Context: an optimization exercise on an open-source flow, tuned for small area and a short achievable clock period. The choices shown serve that exercise and are no tape-out recipe. In this exercise RTL edits were held to simulation tests only and were not proved equivalent to the original. Power figures rest on the tool's default switching activity, not on a simulated workload. The clock port is modelled as an ideal driver; clocking choices that lean on that would not hold on a real chip.

## flow/design.v (module list and top-level ports; edited modules follow where they fit)
// module eight_pt_fft: 2087 lines
module eight_pt_fft(a0,a1,a2,a3,a4,a5,a6,a7,clk,rst,
                    y0,yr1,yi1,yr2,yi2,yr3,yi3,y4,yr5,yi5,yr6,yi6,yr7,yi7);
  // ...
==> flow/flow/run.sh <==
#!/bin/bash
# Standard layout, except: synthesis maps adders to plain gates instead of the
# platform's full/half-adder cells (ADDER_MAP_FILE left empty); ports buffered with buf_2; clock tree without dummy loads.
# Registers, their names and cell types are the same as the standard synthesis.
set -euo pipefail
bash standard.sh ADDER_MAP_FILE= 'BUFFER_PORTS_ARGS=-buffer_cell sky130_fd_sc_hd__buf_2' 'CTS_ARGS=-sink_clustering_enable -repair_clock_nets -sink_clustering_size 16 -sink_clustering_max_diameter 40 -dont_use_dummy_load' finish > run_make.log 2>&1
==> flow/standard.sh <==
#!/bin/bash
# synth_recipe.tcl (not shown) runs the flow's synth.tcl, then flattens the netlist and writes it again
# the make line also repeats each setting of config.mk as NAME=value (left out here)
make -C /OpenROAD-flow-scripts/flow DESIGN_CONFIG=/design/flow/config.mk WORK_HOME=/design/flow/orfs CLKGATE_MAP_FILE= SYNTH_SCRIPT=/design/flow/synth_recipe.tcl "${@:-finish}"
==> flow/config.mk <==
export PLATFORM = sky130hd
export DESIGN_NAME = eight_pt_fft
export DESIGN_NICKNAME = eight_pt_fft
export VERILOG_FILES = /design/flow/design.v
export SDC_FILE = /design/flow/constraint.sdc
export NUM_CORES = 4
export LEC_CHECK = 0
export ABC_AREA = 1
export CAP_MARGIN = 20
export CORE_MARGIN = 2
export CORE_UTILIZATION = 65
export PLACE_DENSITY = 0.75
export SETUP_SLACK_MARGIN = 2.0
export SLEW_MARGIN = 20
==> flow/constraint.sdc <==
create_clock -name core_clock -period 4.0 [get_ports {clk}]
set_input_delay 0.8000 -clock core_clock [delete_from_list [all_inputs] [get_ports {clk}]]
set_output_delay 0.8000 -clock core_clock [all_outputs]
set_load 0.01 [all_outputs]
==> results.json, run 1 <==
{
  "status": "timing/DRC/antenna clean",
  "maxPowerGroup": "sequential cells",
  "initial_core_util": 0.660,
  "max-slew-margin-rel": 0.654,
  "portBuffers": 353,
  "synth_top_flop_cell": "dfxtp_1",
  "whs_ns": 0.246,
  "synth_xor_area_frac": 0.0993,
  "synth_cells": 4248,
  "first_pass_iters": 5,
  "hold_viol_final": 0,
  "critical-path-max-stage-delay_ns": 0.36,
  "drtIter0Drc": 1143,
  "p_seq_mw": 14.1,
  "grt.met1_usage": 0.298,
  "utilization": 0.752,
  "startpoint_type": "flop",
  "clk_share": 0.0662,
  "inv_count": 611,
  "synth-edff-count": 0,
  "drt-met1-wl_mm": 30.1,
  "num-multi-input-gates": 2604,
  "p_leak_nw": 21.5,
  "cp_top_family": "flip-flops",
  "crit_buf_inv": 1,
  "postRouteAntennaNets": 0,
  "period_share": 0.485
}
==> inputs of run 2 (changes only) <==
==> flow/flow/run.sh (replaced) <==
#!/bin/bash
# Standard layout, except: synthesis maps adders to plain gates instead of the
# platform's full/half-adder cells (ADDER_MAP_FILE left empty); ports buffered with buf_2; clock tree without dummy loads.
# Registers, their names and cell types are the same as the standard synthesis.
set -euo pipefail
bash standard.sh ADDER_MAP_FILE= 'BUFFER_PORTS_ARGS=-buffer_cell sky130_fd_sc_hd__buf_2' 'CTS_ARGS=-sink_clustering_enable -repair_clock_nets -sink_clustering_size 40 -sink_clustering_max_diameter 70 -dont_use_dummy_load' finish > run_make.log 2>&1
==> run 2 against run 1 <==
Against the previous run:
- hold slack improved by 0.039 ns
- synthesized area unchanged
- flip-flop and latch count unchanged
- die area unchanged
- utilization decreased by 3.2 points
- critical path type unchanged
- still clean
- clock power decreased by 44%
- maximum frequency increased by 0.54%
- largest power group unchanged
- highest routed layer unchanged
==> results.json, run 2 <==
{
  "status": "timing/DRC/antenna clean",
  "yosys.area.top_type": "dfxtp_1",
  "finalMaxSlewViolations": 0,
  "dpl.hpwl_mm": 49.8,
  "cp.depth": 1,
  "first_pass_iters": 5,
  "grt_max_degree": 69,
  "critPathKind": "flop to output pin",
  "final_area_sq_um": 38000,
  "reg2regPathDepth": 11,
  "ys_ff_latch": 950,
  "nets": 4690,
  "pwr-share-comb": 0.366,
  "first_global_vias": 22000,
  "route.final.wire_length_mm": 63.1,
  "clk_pin_slew_ns": 0.12,
  "antenna_found_initial": 6,
  "dieWidth_microns": 235,
  "die_area_sq_um": 55400,
  "fillers": 4325,
  "hold_class": "input port to flop",
  "ctsHoldBuffers": 0,
  "layout_common_cells": "1223 x nand2_1, 935 x dfxtp_1, 600 x inv_1, 381 x nor2_1, 356 x xor2_1",
  "power.internal_mw": 18.0,
  "syn_area_sq_um": 34800,
  "postRouteAntennaNets": 0,
  "setup_violations": 0,
  "async_reset_ff_frac": 0,
  "yosys-top-cells-count": "1227 x nand2_1, 950 x dfxtp_1, 601 x inv_1",
  "clkPwrFrac": 0.150,
  "grt_pass1_wl_mm": 102,
  "synth_nets": 4378,
  "die_h_microns": 235,
  "clock_skew_ns": 0.0437,
  "cts_tree": "done",
  "num_rows": 84,
  "antenna_cells": 0,
  "max-slew-margin-rel": 0.640,
  "p_leak_nw": 20.7,
  "slowest_stage": "dfxtp_1",
  "seq_area_frac_synth": 0.546,
  "ios": 354,
  "cts_buffers": 38,
  "timing.fmax_mhz": 518,
  "core-area_sq_um": 52800,
  "tightestPinTransition_ns": 0.538,
  "yosys.area.top_type_share": 0.546,
  "startpoint": "oi3[0]$_DFF_P_",
  "p_switching_mw": 10.9,
  "min_period_ns": 1.93,
  "drc": 0,
  "critical-path-max-stage-delay_ns": 0.40,
  "vias": 24300,
  "endpoint": "yi3[0]",
  "syn_to_final_growth_pct": 9.09,
  "synth_top_flop_cell": "dfxtp_1",
  "r2r_setup_slack_ns": 2.11,
  "ys_warn_count": 1,
  "dp_slack_ns": 1.54,
  "layout_setup_ws_ns": 2.07,
  "yosys-top-cells-area": "dfxtp_1 55%, nand2_1 13%, xor2_1 9.0%",
  "crit_chain": "buf_2",
  "portBuffers": 353,
  "r2r_end": "v[14]$_DFF_P_",
  "drive_above_1_share": 0.131,
  "hold_viol_final": 0,
  "crit_buf_inv": 1,
  "gr-total-overflow": 0,
  "dp.cells": 5208,
  "clkSinkCount": 950,
  "wl_per_cell_microns": 12.0,
  "clockRootBuffer": "clkbuf_16",
  "end_kind": "output pin",
  "post_cts.repair.setup_buffers": 0,
  "r2r-start": "s7[0]$_DFF_P_",
  "cp.required_ns": 3.20,
  "avgSynthCellArea_sq_um": 8.20,
  "final.setup.tns_ns": 0,
  "viasPerCell": 4.64,
  "routabilityCongestion": 0.896,
  "rsz0062_at_grt": "yes",
  "final_common_cell": "nand2_1",
  "instances_no_fill": 5246,
  "cp_top_family": "flip-flops",
  "switching_share": 0.377,
  "maxCapViolCount": 0,
  "hp-start": "a6[6]",
  "period_share": 0.482,
  "synth_cells": 4248,
  "initial_core_util": 0.660,
  "path_max_fanout": 4,
  "ir_drop_mv": 0.356,
  "whs_ns": 0.285,
  "clkLatencyLatePin_ns": 0.61,
  "htree_levels": 2,
  "place_area_sq_um": 36900,
  "synth.most_common_cell": "nand2_1",
  "synth_cell_types": 40,
  "startpoint_type": "flop",
  "synth-edff-count": 0,
  "cp.arrival_ns": 1.13,
  "drtIter0Drc": 1178,
  "grt_usage": 0.224,
  "power_density_nw_per_um2": 761,
  "clk_path_buf_depth": 3,
  "p_seq_frac": 0.484
}
==> run 2: area by class of cell <==
cell class	count	area [sq um]	area share
flip-flops and latches	950	19000	0.501
multi-input cells	2604	13000	0.343
inverters	611	2300	0.0606
repair buffers	355	1790	0.0472
clock buffers	38	951	0.0250
well taps	688	861	0.0227
==> run 2: worst min-delay path by stage <==
stage / end / slack, ns / cells after the start
detailed placement: b1[13]$_DFF_P_ / 0.31 / 0
finish: x6[6]$_DFF_P_ / 0.28 / 1
CTS: x4[15]$_DFF_P_ / 0.25 / 1
global placement: c2[15]$_DFF_P_ / 0.31 / 0
global route: x4[13]$_DFF_P_ / 0.26 / 1
floorplan: b1[10]$_DFF_P_ / 0.31 / 0
==> run 2: kinds of logic (layout without fill, tap and decap cells) <==
logic type / Yosys count / count (layout) / synth area share
simple gates: 1906 / 1906 / 0.225
flops: 950 / 950 / 0.546
buf+inv: 694 / 1004 / 0.0814
xor+xnor: 395 / 395 / 0.0993
compound gates: 303 / 303 / 0.0485
==> run 2: metal layers <==
metal / global-route usage / vias to the layer above / wire [microns]
li1: - / 13300 / -
met1: 0.296 / 10600 / 29500
met2: 0.390 / 380 / 29800
met3: 0.0247 / 84 / 2300
met4: 0.0637 / 0 / 1490
met5: 0 / - / 0
==> run 2: metrics by stage <==
step / util / total power, mW
floorplan: - / 22.3
global placement: 0.700 / 24.5
detailed placement: 0.700 / 24.7
CTS: 0.718 / 29.0
global route: 0.720 / 31.3
finish: 0.720 / 28.9
==> run 2: repair_timing <==
action / in CTS / in global routing
setup endpoints to repair: 6 / 30
resized for setup: 2 / 38
pin swaps: 0 / 5
==> run 2: power by group through the flow <==
stage | clock network, mW | logic [mW] | registers (mW)
floorplan | 0 | 8.76 | 13.5
global placement | 0 | 10.3 | 14.2
detailed placement | 0 | 10.5 | 14.2
CTS | 4.47 | 10.6 | 14.0
global route | 4.79 | 12.2 | 14.3
finish | 4.33 | 10.6 | 14.0
==> inputs of run 3 (changes only) <==
==> flow/flow/run.sh (replaced) <==
#!/bin/bash
# Standard layout, except: synthesis maps adders to plain gates instead of the
# platform's full/half-adder cells (ADDER_MAP_FILE left empty); ports buffered with buf_2; clock tree without dummy loads.
# Registers, their names and cell types are the same as the standard synthesis.
set -euo pipefail
bash standard.sh ADDER_MAP_FILE= 'BUFFER_PORTS_ARGS=-buffer_cell sky130_fd_sc_hd__buf_2' 'CTS_ARGS=-sink_clustering_enable -repair_clock_nets -sink_clustering_size 32 -sink_clustering_max_diameter 60 -dont_use_dummy_load' finish > run_make.log 2>&1
==> run 3 against run 2 <==
Against the previous run:
- maximum frequency decreased by 0.30%
- cell count is 0.21% higher
- die area unchanged
- global-route usage rose by 0.39 points
- synthesized area is the same
- total power up 2.0%
- final area grew 0.68%
- clock skew decreased by 0.0032 ns
- non-clock buffer count unchanged
- setup slack worse by 0.0058 ns
- sequential power about the same
- critical endpoint is now yr5[2]
- highest routed layer unchanged
==> results.json, run 3 <==
{
  "whs_ns": 0.269,
  "initial_core_util": 0.660,
  "synth_cell_types": 40,
  "gr-total-overflow": 0,
  "nets": 4701,
  "first_pass_iters": 5,
  "htree_levels": 2,
  "clk_pin_slew_ns": 0.10,
  "status": "timing/DRC/antenna clean",
  "dieWidth_microns": 235,
  "antenna_found_initial": 6,
  "grt_usage": 0.228,
  "grt_pass1_wl_mm": 104,
  "dp_slack_ns": 1.54,
  "period_share": 0.484,
  "setup_violations": 0,
  "yosys.area.top_type_share": 0.546,
  "core-area_sq_um": 52800,
  "clockRootBuffer": "clkbuf_16",
  "dpl.hpwl_mm": 49.8,
  "startpoint_type": "flop",
  "critical-path-max-stage-delay_ns": 0.37,
  "cp.depth": 1,
  "async_reset_ff_frac": 0,
  "syn_area_sq_um": 34800,
  "max-slew-margin-rel": 0.632,
  "grt_max_degree": 69,
  "layout_setup_ws_ns": 2.06,
  "routabilityCongestion": 0.896,
  "vias": 24500,
  "p_leak_nw": 20.8,
  "synth.most_common_cell": "nand2_1",
  "yosys.area.top_type": "dfxtp_1",
  "ctsHoldBuffers": 0,
  "clock_skew_ns": 0.0405,
  "postRouteAntennaNets": 0,
  "num_rows": 84,
  "min_period_ns": 1.94,
  "syn_to_final_growth_pct": 9.83,
  "rsz0062_at_grt": "yes",
  "final_area_sq_um": 38200,
  "path_max_fanout": 2,
  "final.setup.tns_ns": 0,
  "hold_class": "input port to flop",
  "end_kind": "output pin",
  "critPathKind": "flop to output pin",
  "utilization": 0.725,
  "cp.arrival_ns": 1.14,
  "layout_common_cells": "1218 x nand2_1, 933 x dfxtp_1, 599 x inv_1, 383 x nor2_1, 357 x xor2_1",
  "portBuffers": 353,
  "synth_nets": 4378,
  "synth_top_flop_cell": "dfxtp_1",
  "clkLatencyLatePin_ns": 0.62,
  "multi_input_area_sq_um": 13000,
  "drc": 0,
  "fillers": 4308,
  "seq_area_frac_synth": 0.546,
  "wl_per_cell_microns": 12.1,
  "drive_above_1_share": 0.134,
  "ios": 354,
  "finalMaxSlewViolations": 0,
  "final_common_cell": "nand2_1",
  "maxCapViolCount": 0,
  "ir_drop_mv": 0.423,
  "place_area_sq_um": 36900,
  "antenna_cells": 0,
  "ys_ff_latch": 950,
  "synth-edff-count": 0,
  "clk_path_buf_depth": 3,
  "cp.required_ns": 3.20,
  "die_h_microns": 235,
  "ys_warn_count": 1,
  "yosys-top-cells-count": "1227 x nand2_1, 950 x dfxtp_1, 601 x inv_1",
  "die_area_sq_um": 55400,
  "r2r_setup_slack_ns": 2.13,
  "cts_buffers": 49,
  "viasPerCell": 4.66,
  "first_global_vias": 22400,
  "yosys-top-cells-area": "dfxtp_1 55%, nand2_1 13%, xor2_1 9.0%",
  "clkSinkCount": 950,
  "reg2regPathDepth": 10,
  "crit_chain": "buf_2",
  "avgSynthCellArea_sq_um": 8.20,
  "crit_buf_inv": 1,
  "cp_top_family": "flip-flops",
  "whs_path_depth": 1,
  "cts_tree": "done",
  "route.final.wire_length_mm": 63.8,
  "slowest_stage": "dfxtp_1",
  "synth_cells": 4248,
  "drtIter0Drc": 1118,
  "regArea_sq_um": 19000,
  "tightestPinTransition_ns": 0.550,
  "timing.fmax_mhz": 517,
  "power_density_nw_per_um2": 772,
  "hold_viol_final": 0
}
## run 3: cell counts after synthesis
Identical to the previous run, type by type.
## run 3: cell type report
class | instances | share of cell area
tap | 688 | 0.0225
inverter | 611 | 0.0601
multi-input combinational | 2604 | 0.341
clock buffer | 49 | 0.0321
sequential | 950 | 0.498
timing repair buffer | 355 | 0.0469
## run 3: kinds of logic after synthesis
| kind of cell | after synthesis | share of synthesized area |
|---|---|---|
| AND/OR/NAND/NOR | 1906 | 0.225 |
| flip-flops | 950 | 0.546 |
| buffers and inverters | 694 | 0.0814 |
| AO/OA/AOI/OAI | 303 | 0.0485 |
| XOR/XNOR | 395 | 0.0993 |
## run 3: where the power goes
group          internal [mW]  total, mW  switching (mW)
clock network           2.18       4.90            2.72
registers               12.4       14.0            1.56
logic                   3.88       10.6            6.73
total                   18.5       29.5            11.0
## run 3: worst reg2reg max path: stages (launching register included)
cell and delay [ns]:
dfxtp_1 0.56, inv_1 0.17, nand2_1 0.12, nand2_1 0.07, xor2_1 0.18, nand3_1 0.17
nand3_1 0.13, nand2_1 0.06, nand2_1 0.08, nand2_1 0.07, xor2_1 0.14
## run 3: metrics by stage
| step | power, mW | instances |
|---|---|---|
| after floorplan | 22.3 | 4248 |
| after CTS | 29.6 | 5257 |
| after detailed placement | 24.7 | 5208 |
| final | 29.5 | 5257 |
| after global routing | 32.0 | 5257 |
| after global placement | 24.5 | 5208 |
## run 3: per-layer routing
metal	up-vias	global-route usage	wire length, microns
met4	0	0.0691	1620
met2	373	0.395	30000
met5	-	0	0
met1	10700	0.298	29700
li1	13300	-	-
met3	97	0.0292	2450
## run 3: what timing repair did
action	4_1_cts	5_1_grt
pin swaps	0	4
gates resized for setup	2	37
setup endpoints to repair	8	97
setup buffers	0	0
## run 3: path summary, 6_finish.rpt
kind                  start             end
max          or5[2]$_DFF_P_          yr5[2]
min reg2reg   s3[9]$_DFF_P_   b3[9]$_DFF_P_
max reg2reg   u[11]$_DFF_P_   pc[8]$_DFF_P_
min                  a2[11]  x2[11]$_DFF_P_
==> inputs of run 4 (changes only) <==
==> flow/flow/run.sh (replaced) <==
#!/bin/bash
# Standard layout, except: synthesis maps adders to plain gates instead of the
# platform's full/half-adder cells (ADDER_MAP_FILE left empty); ports buffered with buf_2; clock tree without dummy loads.
# Registers, their names and cell types are the same as the standard synthesis.
set -euo pipefail
bash standard.sh ADDER_MAP_FILE= 'BUFFER_PORTS_ARGS=-buffer_cell sky130_fd_sc_hd__buf_2' 'CTS_ARGS=-sink_clustering_enable -repair_clock_nets -sink_clustering_size 30 -sink_clustering_max_diameter 120 -dont_use_dummy_load' finish > run_make.log 2>&1
--- a/flow/config.mk
+++ b/flow/config.mk
@@ -9,6 +9,7 @@
 export CAP_MARGIN = 20
 export CORE_MARGIN = 2
 export CORE_UTILIZATION = 65
+export GPL_TIMING_DRIVEN = 0
 export PLACE_DENSITY = 0.75
 export SETUP_SLACK_MARGIN = 2.0
 export SLEW_MARGIN = 20
==> run 4 against run 3 <==
Against the previous run:
- sequential power about the same
- die area is the same
- synthesized cell count unchanged
- global-route usage is 0.69 points higher
- maximum frequency down 2.7%
- combinational power about the same
- flip-flop and latch count did not move
- critical endpoint is now yr3[5]
- first-iteration DRC count is 15% higher
- critical path type unchanged
- synthesized area unchanged
- via count grew 1.9%
- utilization is 1.2 points higher
- clock power is 13% lower
==> results.json, run 4 <==
{
  "yosys.area.top_type_share": 0.546,
  "status": "timing/DRC/antenna clean",
  "cp_top_family": "flip-flops",
  "initial_core_util": 0.660,
  "ios": 354,
  "hold_viol_final": 0,
  "tightestPinTransition_ns": 0.716,
  "final_common_cell": "nand2_1",
  "fillers": 4149,
  "rsz0062_at_grt": "yes",
  "reg2regPathDepth": 13,
  "end_kind": "output pin",
  "max-slew-margin-rel": 0.523,
  "synth_cell_types": 40,
  "dpl.hpwl_mm": 52.2,
  "ir_drop_mv": 0.407,
  "synth-edff-count": 0,
  "grt_max_degree": 31,
  "regArea_sq_um": 19100,
  "final_area_sq_um": 38900,
  "route.final.wire_length_mm": 66.6,
  "whs_ns": 0.282,
  "period_share": 0.498,
  "grt_usage": 0.235,
  "min_period_ns": 1.99,
  "num_rows": 84,
  "hold_class": "input port to flop",
  "synth_cells": 4248,
  "yosys-top-cells-area": "dfxtp_1 55%, nand2_1 13%, xor2_1 9.0%",
  "htree_levels": 2,
  "yosys-top-cells-count": "1227 x nand2_1, 950 x dfxtp_1, 601 x inv_1",
  "die_area_sq_um": 55400,
  "crit_buf_inv": 2,
  "syn_to_final_growth_pct": 11.7,
  "syn_area_sq_um": 34800,
  "whs_path_depth": 1,
  "nets": 4771,
  "crit_chain": "buf_4 > buf_2",
  "p_leak_nw": 21.1,
  "r2r-start": "s3[0]$_DFF_P_",
  "critPathKind": "flop to output pin",
  "slowest_stage": "dfxtp_1",
  "finalMaxSlewViolations": 0,
  "critical-path-max-stage-delay_ns": 0.38,
  "ys_warn_count": 1,
  "setup_violations": 0,
  "drc": 0,
  "timing.fmax_mhz": 502,
  "grt_pass1_wl_mm": 106,
  "synth.most_common_cell": "nand2_1",
  "cp.arrival_ns": 1.19,
  "startpoint_type": "flop",
  "routabilityCongestion": 0.910,
  "place_area_sq_um": 37500,
  "clk_path_buf_depth": 3,
  "async_reset_ff_frac": 0,
  "wl_per_cell_microns": 12.5,
  "synth_nets": 4378,
  "core-area_sq_um": 52800,
  "cts_tree": "done",
  "r2r_setup_slack_ns": 2.03,
  "dieWidth_microns": 235,
  "finalPower_mw": 28.9,
  "clock_skew_ns": 0.0478,
  "antenna_found_initial": 4,
  "vias": 25000,
  "die_h_microns": 235,
  "clkSinkCount": 950,
  "layout_common_cells": "1220 x nand2_1, 905 x dfxtp_1, 599 x inv_1, 379 x nor2_1, 353 x xor2_1",
  "utilization": 0.737,
  "drive_above_1_share": 0.153,
  "portBuffers": 353,
  "maxCapViolCount": 0,
  "cts_buffers": 37,
  "yosys.area.top_type": "dfxtp_1",
  "synth_top_flop_cell": "dfxtp_1",
  "postRouteAntennaNets": 0,
  "r2r_end": "t0[15]$_DFF_P_",
  "min_to": "x6[9]$_DFF_P_",
  "first_pass_iters": 5,
  "clockRootBuffer": "clkbuf_16",
  "avgSynthCellArea_sq_um": 8.20,
  "first_global_vias": 22600,
  "final.setup.tns_ns": 0,
  "power_density_nw_per_um2": 744,
  "seq_area_frac_synth": 0.546,
  "gr-total-overflow": 0,
  "path_max_fanout": 2,
  "viasPerCell": 4.69,
  "multi_input_area_sq_um": 13100,
  "clk_pin_slew_ns": 0.10,
  "drtIter0Drc": 1285,
  "ys_ff_latch": 950,
  "clkLatencyLatePin_ns": 0.61,
  "hp-start": "a6[9]",
  "cp.required_ns": 3.20
}
==> run 4: cell counts after synthesis <==
No cell type changed its count.
==> run 4: stage by stage <==
stage / std cells / setup WS (ns)
2_1_floorplan: 4248 / 2.20
5_1_grt: 5328 / 1.91
4_1_cts: 5327 / 1.98
6_report: 5328 / 2.01
3_5_place_dp: 5289 / 0.814
3_3_place_gp: 5289 / 0.822
==> run 4: cell families (layout without fill, tap and decap cells) <==
logic type | Yosys count | in the layout | synth area share
AND/OR/NAND/NOR | 1906 | 1906 | 0.225
flip-flops | 950 | 950 | 0.546
buffers and inverters | 694 | 1085 | 0.0814
XOR/XNOR | 395 | 395 | 0.0993
AO/OA/AOI/OAI | 303 | 303 | 0.0485
other | 0 | 1 | 0
==> run 4: worst max-delay path by stage <==
stage	start	end	slack [ns]	cells past startpoint
CTS	cnt[1]$_SDFFE_PP0P_	oi6[1]$_DFF_P_	1.98	6
global route	s3[0]$_DFF_P_	t0[15]$_DFF_P_	1.91	13
global placement	rst	or2[10]$_DFF_P_	0.82	6
finish	or1[5]$_DFF_P_	yr3[5]	2.01	2
floorplan	rst	oi3[0]$_DFF_P_	2.20	5
detailed placement	rst	oi6[1]$_DFF_P_	0.81	6
==> run 4: report_power, final <==
group | total [mW] | internal (mW) | leakage [nW] | switching (mW)
combinational | 10.8 | 3.95 | 12.7 | 6.87
clock | 4.28 | 1.68 | 0.456 | 2.61
sequential | 13.8 | 12.4 | 7.97 | 1.42
==> run 4: final cells by class <==
class / instances / area share
sequential: 950 / 0.491
multi-input combinational: 2604 / 0.336
inverter: 611 / 0.0590
timing repair buffer: 354 / 0.0509
clock buffer: 37 / 0.0238
tap: 688 / 0.0221
buffer: 83 / 0.0171
antenna: 1 / 0.0000643
==> run 4: repair_timing <==
action                     CTS  global route
setup endpoints to repair  141           102
resized for setup           72            87
buffers inserted             1             0
hold buffers                 0             0
pin swaps                    1             5
==> run 4: layer usage <==
layer	part of all wire	track usage	up-vias
met3	0.040	0.0285	83
li1	-	-	13500
met2	0.48	0.415	430
met1	0.46	0.309	11000
met5	0	0	-
met4	0.019	0.0502	0
==> inputs of run 5 (changes only) <==
--- a/flow/config.mk
+++ b/flow/config.mk
@@ -9,7 +9,6 @@
 export CAP_MARGIN = 20
 export CORE_MARGIN = 2
 export CORE_UTILIZATION = 65
-export GPL_TIMING_DRIVEN = 0
 export PLACE_DENSITY = 0.75
 export SETUP_SLACK_MARGIN = 2.0
 export SLEW_MARGIN = 20
==> run 5 against run 4 <==
Against the previous run:
- still clean on timing, DRC and antenna
- clock power about the same
- hold slack improved by 0.0057 ns
- routed wire length down 4.9%
- sequential power about the same
- setup slack gained 0.065 ns
- synthesized cell count unchanged
- sequential share of layout area grew 1.1 points
- clock skew down 0.0015 ns
- combinational power is essentially flat
- maximum frequency rose by 3.4%
- total power fell by 0.16%
- highest routed layer unchanged
==> results.json, run 5 <==
{
  "cp.arrival_ns": 1.13,
  "synth_cell_types": 40,
  "yosys.area.top_type": "dfxtp_1",
  "cts_buffers": 37,
  "nets": 4689,
  "tightestPinTransition_ns": 0.523,
  "antenna_cells": 0,
  "ios": 354,
  "core-area_sq_um": 52800,
  "yosys-top-cells-area": "dfxtp_1 55%, nand2_1 13%, xor2_1 9.0%",
  "grt_pass1_wl_mm": 103,
  "dpl.hpwl_mm": 49.8,
  "final.setup.tns_ns": 0,
  "period_share": 0.481,
  "timing.fmax_mhz": 519,
  "htree_levels": 2,
  "status": "timing/DRC/antenna clean",
  "cts_tree": "done",
  "yosys-top-cells-count": "1227 x nand2_1, 950 x dfxtp_1, 601 x inv_1",
  "post_cts.repair.setup_buffers": 0,
  "synth_cells": 4248,
  "finalMaxSlewViolations": 0,
  "crit_chain": "buf_2",
  "layout_common_cells": "1219 x nand2_1, 936 x dfxtp_1, 601 x inv_1, 382 x nor2_1, 357 x xor2_1",
  "rsz0062_at_grt": "no",
  "synth.most_common_cell": "nand2_1",
  "grt_max_degree": 69,
  "cp.required_ns": 3.20,
  "crit_buf_inv": 1,
  "avgSynthCellArea_sq_um": 8.20,
  "vias": 24400,
  "first_pass_iters": 5,
  "viasPerCell": 4.65,
  "critPathKind": "flop to output pin",
  "clock_skew_ns": 0.0463,
  "cp_top_family": "flip-flops",
  "yosys.area.top_type_share": 0.546,
  "synth_nets": 4378,
  "min_period_ns": 1.93,
  "drtIter0Drc": 1142,
  "portBuffers": 353,
  "routabilityCongestion": 0.896,
  "route.final.wire_length_mm": 63.3,
  "syn_area_sq_um": 34800,
  "antenna_found_initial": 7,
  "die_area_sq_um": 55400,
  "clkLatencyLatePin_ns": 0.60,
  "setup_violations": 0,
  "final_common_cell": "nand2_1",
  "initial_core_util": 0.660,
  "synth-edff-count": 0,
  "clk_path_buf_depth": 3,
  "slowest_stage": "dfxtp_1",
  "p_leak_nw": 20.7,
  "dieWidth_microns": 235,
  "r2r_setup_slack_ns": 2.15,
  "critical-path-max-stage-delay_ns": 0.38,
  "seq_area_frac_synth": 0.546,
  "power_density_nw_per_um2": 761,
  "wl_per_cell_microns": 12.1,
  "clockRootBuffer": "clkbuf_16",
  "first_global_vias": 22200,
  "ys_ff_latch": 950,
  "syn_to_final_growth_pct": 8.99,
  "postRouteAntennaNets": 0,
  "gr-total-overflow": 0,
  "startpoint_type": "flop",
  "hold_class": "input port to flop",
  "num_rows": 84,
  "max-slew-margin-rel": 0.650,
  "clkSinkCount": 950,
  "maxCapViolCount": 0,
  "end_kind": "output pin",
  "synth_top_flop_cell": "dfxtp_1",
  "path_max_fanout": 2,
  "clk_pin_slew_ns": 0.11,
  "drc": 0,
  "hold_viol_final": 0,
  "drive_above_1_share": 0.131,
  "ys_warn_count": 1,
  "async_reset_ff_frac": 0,
  "die_h_microns": 235,
  "ir_drop_mv": 0.461,
  "grt_usage": 0.227,
  "finalPower_mw": 28.9
}
-- run 5: changes by cell type in the layout (fill, tap and decap cells not counted), moves of 4 or more --
cell / previous run / this run
buf_2: 325 / 353
buf_4: 27 / 1
buf_6: 63 / 0
clkbuf_1: 9 / 0
clkbuf_2: 10 / 0
dfxtp_1: 905 / 936
dfxtp_2: 43 / 14
nor2_2: 11 / 7
xor2_1: 353 / 357
xor2_2: 5 / 1
-- run 5: path summary, 6_finish.rpt --
check / start / to / depth (start not counted)
hold reg to reg: c4[5]$_DFF_P_ / d4[5]$_DFF_P_ / 0
hold / removal: a2[11] / x2[11]$_DFF_P_ / 1
setup reg to reg: cnt[0]$_SDFFE_PP0P_ / or1[11]$_DFF_P_ / 5
setup / recovery: or2[2]$_DFF_P_ / yr2[2] / 1
-- run 5: routing by layer --
layer,global-route usage,vias to the layer above,share of wire
met4,0.0623,0,0.025
met3,0.0306,90,0.040
met1,0.296,10700,0.46
met5,0,-,0
li1,-,13300,-
met2,0.395,362,0.47
-- run 5: logic make-up (layout without fill, tap and decap cells) --
logic type,count (synthesis),after routing,synth area share
XOR/XNOR,395,395,0.0993
AO/OA/AOI/OAI,303,303,0.0485
buffers and inverters,694,1003,0.0814
AND/OR/NAND/NOR,1906,1906,0.225
flip-flops,950,950,0.546
-- run 5: layout make-up --
type / count / area [sq um]
clock buffers: 37 / 926
fillers: 4347 / 14800
inverters: 611 / 2300
multi-input cells: 2604 / 13000
flip-flops and latches: 950 / 19000
well taps: 688 / 861
repair buffers: 355 / 1790
-- run 5: through the flow --
| stage | instance area (sq um) | util | std cells | worst slack, ns | hold WS, ns |
|---|---|---|---|---|---|
| 6_report | 38000 | 0.719 | 5245 | 2.07 | 0.288 |
| 5_1_grt | 38000 | 0.719 | 5245 | 2.00 | 0.260 |
| 4_1_cts | 37900 | 0.718 | 5245 | 2.01 | 0.259 |
| 3_5_place_dp | 36900 | 0.700 | 5208 | 1.54 | 0.312 |
| 3_3_place_gp | 36900 | 0.700 | 5208 | 1.56 | 0.310 |
| 2_1_floorplan | 34800 | - | 4248 | 2.20 | 0.310 |
-- run 5: where the power goes --
group          switching (mW)  leakage, nW  internal (mW)
Sequential               1.57         7.95           12.4
Clock                    2.63        0.456           1.68
Combinational            6.72         12.3           3.88
-- run 5: timing repair --
item	4_1_cts	5_1_grt
gates resized for setup	1	36
pin swaps	0	4
hold buffers	0	0
endpoints found under the setup margin	1	96
==> inputs of run 6 (changes only) <==
--- a/flow/config.mk
+++ b/flow/config.mk
@@ -8,7 +8,7 @@
 export ABC_AREA = 1
 export CAP_MARGIN = 20
 export CORE_MARGIN = 2
-export CORE_UTILIZATION = 65
-export PLACE_DENSITY = 0.75
+export CORE_UTILIZATION = 58
+export PLACE_DENSITY = 0.68
 export SETUP_SLACK_MARGIN = 2.0
 export SLEW_MARGIN = 20
==> run 6 against run 5 <==
Against the previous run:
- synthesized cell count unchanged
- critical endpoint is now yi6[14]
- combinational power about the same
- critical path type unchanged
- first-iteration DRC count decreased by 3.7%
- largest cell class unchanged
==> results.json, run 6 <==
{
  "status": "timing/DRC/antenna clean",
  "crit_chain": "buf_2",
  "end_kind": "output pin",
  "reg2regPathDepth": 15,
  "synth_top_flop_cell": "dfxtp_1",
  "clockRootBuffer": "clkbuf_16",
  "yosys-top-cells-count": "1227 x nand2_1, 950 x dfxtp_1, 601 x inv_1",
  "r2r_end": "s0[15]$_DFF_P_",
  "path_max_fanout": 1,
  "critical-path-max-stage-delay_ns": 0.38,
  "period_share": 0.482,
  "finalMaxSlewViolations": 0,
  "final_common_cell": "nand2_1",
  "grt_pass1_wl_mm": 104,
  "avgSynthCellArea_sq_um": 8.20,
  "dieWidth_microns": 249,
  "switching_share": 0.376,
  "critPathKind": "flop to output pin",
  "yosys.area.top_type_share": 0.546,
  "layout_common_cells": "1225 x nand2_1, 941 x dfxtp_1, 600 x inv_1, 381 x nor2_1, 358 x xor2_1",
  "rsz0062_at_grt": "yes",
  "drtIter0Drc": 1100,
  "tightestPinTransition_ns": 0.555,
  "routabilityCongestion": 0.868,
  "synth_nets": 4378,
  "route.final.wire_length_mm": 64.2,
  "maxCapViolCount": 0,
  "die_area_sq_um": 62000,
  "async_reset_ff_frac": 0,
  "hp-start": "a6[11]",
  "dpl.hpwl_mm": 50.3,
  "synth.most_common_cell": "nand2_1",
  "htree_levels": 2,
  "startpoint_type": "flop",
  "cp.arrival_ns": 1.13,
  "p_leak_nw": 20.7,
  "ios": 354,
  "min_period_ns": 1.93,
  "seq_area_frac_synth": 0.546,
  "clk_pin_slew_ns": 0.11,
  "syn_to_final_growth_pct": 9.26,
  "wl_per_cell_microns": 12.0,
  "grt_usage": 0.205,
  "timing.fmax_mhz": 519,
  "die_h_microns": 249,
  "synth_cells": 4248,
  "ir_drop_mv": 0.384,
  "r2r_setup_slack_ns": 2.15,
  "synth-edff-count": 0,
  "setup_violations": 0,
  "clkSinkCount": 950,
  "pwr-share-comb": 0.364,
  "p_switching_mw": 10.8,
  "vias": 24300,
  "syn_area_sq_um": 34800,
  "core-area_sq_um": 59200,
  "cp.required_ns": 3.20,
  "cts_buffers": 37,
  "first_pass_iters": 7,
  "grt_max_degree": 79,
  "r2r-start": "x0[3]$_DFF_P_",
  "whs_path_depth": 1,
  "clkLatencyLatePin_ns": 0.60,
  "synth_cell_types": 40,
  "min_to": "x6[11]$_DFF_P_",
  "regArea_sq_um": 19000,
  "multi_input_area_sq_um": 13000,
  "drc": 0,
  "drive_above_1_share": 0.128,
  "final.setup.tns_ns": 0,
  "hold_viol_final": 0,
  "fillers": 5203,
  "cts_tree": "done",
  "initial_core_util": 0.588,
  "portBuffers": 353,
  "slowest_stage": "dfxtp_1",
  "ys_warn_count": 1,
  "hold_class": "input port to flop",
  "nets": 4690,
  "power.internal_mw": 18.0,
  "clkPwrFrac": 0.150,
  "postRouteAntennaNets": 0,
  "yosys-top-cells-area": "dfxtp_1 55%, nand2_1 13%, xor2_1 9.0%",
  "ys_ff_latch": 950,
  "cp_top_family": "flip-flops",
  "gr-total-overflow": 0,
  "utilization": 0.642,
  "clock_skew_ns": 0.0308,
  "clk_path_buf_depth": 3,
  "antenna_found_initial": 9,
  "crit_buf_inv": 1,
  "viasPerCell": 4.56,
  "max-slew-margin-rel": 0.629,
  "yosys.area.top_type": "dfxtp_1",
  "ctsHoldBuffers": 0,
  "first_global_vias": 21900,
  "power_density_nw_per_um2": 758,
  "p_seq_frac": 0.486,
  "num_rows": 89
}
==> run 6: power by group through the flow <==
stage	sequential [mW]	clock [mW]	combinational, mW
2_1_floorplan	13.5	0	8.76
3_3_place_gp	14.2	0	10.3
3_5_place_dp	14.3	0	10.5
4_1_cts	14.0	4.49	10.5
5_1_grt	14.3	4.82	12.2
6_report	14.0	4.32	10.5
==> run 6: worst max-delay path by stage <==
stage | cells after the start | slack, ns | to | start
final | 1 | 2.07 | yi6[14] | oi6[14]$_DFF_P_
after global routing | 15 | 1.94 | s0[15]$_DFF_P_ | x0[3]$_DFF_P_
after detailed placement | 6 | 1.47 | or5[9]$_DFF_P_ | rst
after CTS | 1 | 2.01 | yi6[14] | oi6[14]$_DFF_P_
after floorplan | 5 | 2.20 | oi3[0]$_DFF_P_ | rst
after global placement | 6 | 1.53 | or5[10]$_DFF_P_ | rst
==> run 6: metrics by stage <==
step	total power, mW	area, sq um	instances	hold WS [ns]	setup WS [ns]
floorplan	22.3	34800	4248	0.310	2.20
global placement	24.5	37100	5293	0.310	1.53
global route	31.3	38000	5332	0.259	1.94
finish	28.8	38000	5334	0.298	2.07
CTS	29.0	38000	5330	0.258	2.01
detailed placement	24.7	37100	5293	0.312	1.47
==> run 6: per-layer routing <==
metal / up-vias / part of all wire / track usage
li1: 13300 / - / -
met3: 71 / 0.036 / 0.0242
met4: 2 / 0.020 / 0.0499
met1: 10600 / 0.48 / 0.274
met2: 344 / 0.46 / 0.353
met5: - / 0.00012 / 0
==> run 6: repair_timing <==
item | in CTS | in global routing
buffers inserted | 0 | 1
pin swaps | 0 | 5
resized for setup | 1 | 26
hold endpoints to repair | 0 | 0
endpoints found under the setup margin | 40 | 74
cloned | 0 | 0
==> run 6: kinds of logic (layout without fill, tap and decap cells) <==
group	after synthesis	count (layout)	share of synthesized area
AO/OA/AOI/OAI	303	303	0.0485
XOR/XNOR	395	395	0.0993
buffers and inverters	694	1004	0.0814
flip-flops	950	950	0.546
other	0	3	0
AND/OR/NAND/NOR	1906	1906	0.225
==> run 6: layout make-up <==
cell class | count | area share
antenna | 3 | 0.000197
clock buffer | 37 | 0.0243
inverter | 611 | 0.0604
multi-input combinational | 2604 | 0.342
sequential | 950 | 0.500
tap | 773 | 0.0254
timing repair buffer | 356 | 0.0475

static timing again, ports no longer ideal:
In the flow no input, the clock included, has a driving cell. The finished layouts below were timed again as built, in two steps.
Step 1, drivers: a clkbuf_16 drives clk and a buf_2 each remaining input, both assumed.
Step 2 also shifts input and output timing later by t, the mid clock arrival at the registers, as if the neighbouring blocks saw the same clock.
a / b / c = ideal ports / drivers / drivers and shift; a / b = the first two.
run	shift t [ns]	setup WS [ns]	clock arrival spread, ns	worst register clock-pin slew, ns	cell pins on the clock port's net
run 1	0.689	2.060 / 1.999 / 1.651	0.062 / 0.063	0.07 / 0.07	1
run 2	0.645	2.070 / 2.013 / 1.718	0.047 / 0.047	0.13 / 0.13	1
run 3	0.665	2.064 / 2.005 / 1.665	0.042 / 0.043	0.11 / 0.11	1
run 4	0.643	2.010 / 1.949 / 1.733	0.053 / 0.053	0.11 / 0.11	1
run 5	0.641	2.075 / 2.012 / 1.669	0.051 / 0.051	0.11 / 0.11	1
run 6	0.645	2.072 / 2.010 / 1.691	0.041 / 0.042	0.12 / 0.12	1
After both steps setup and hold are still met in every run listed. The setup slack of run 1, which loses most, moves by -0.061 ns with the drivers and by -0.409 ns with both steps.
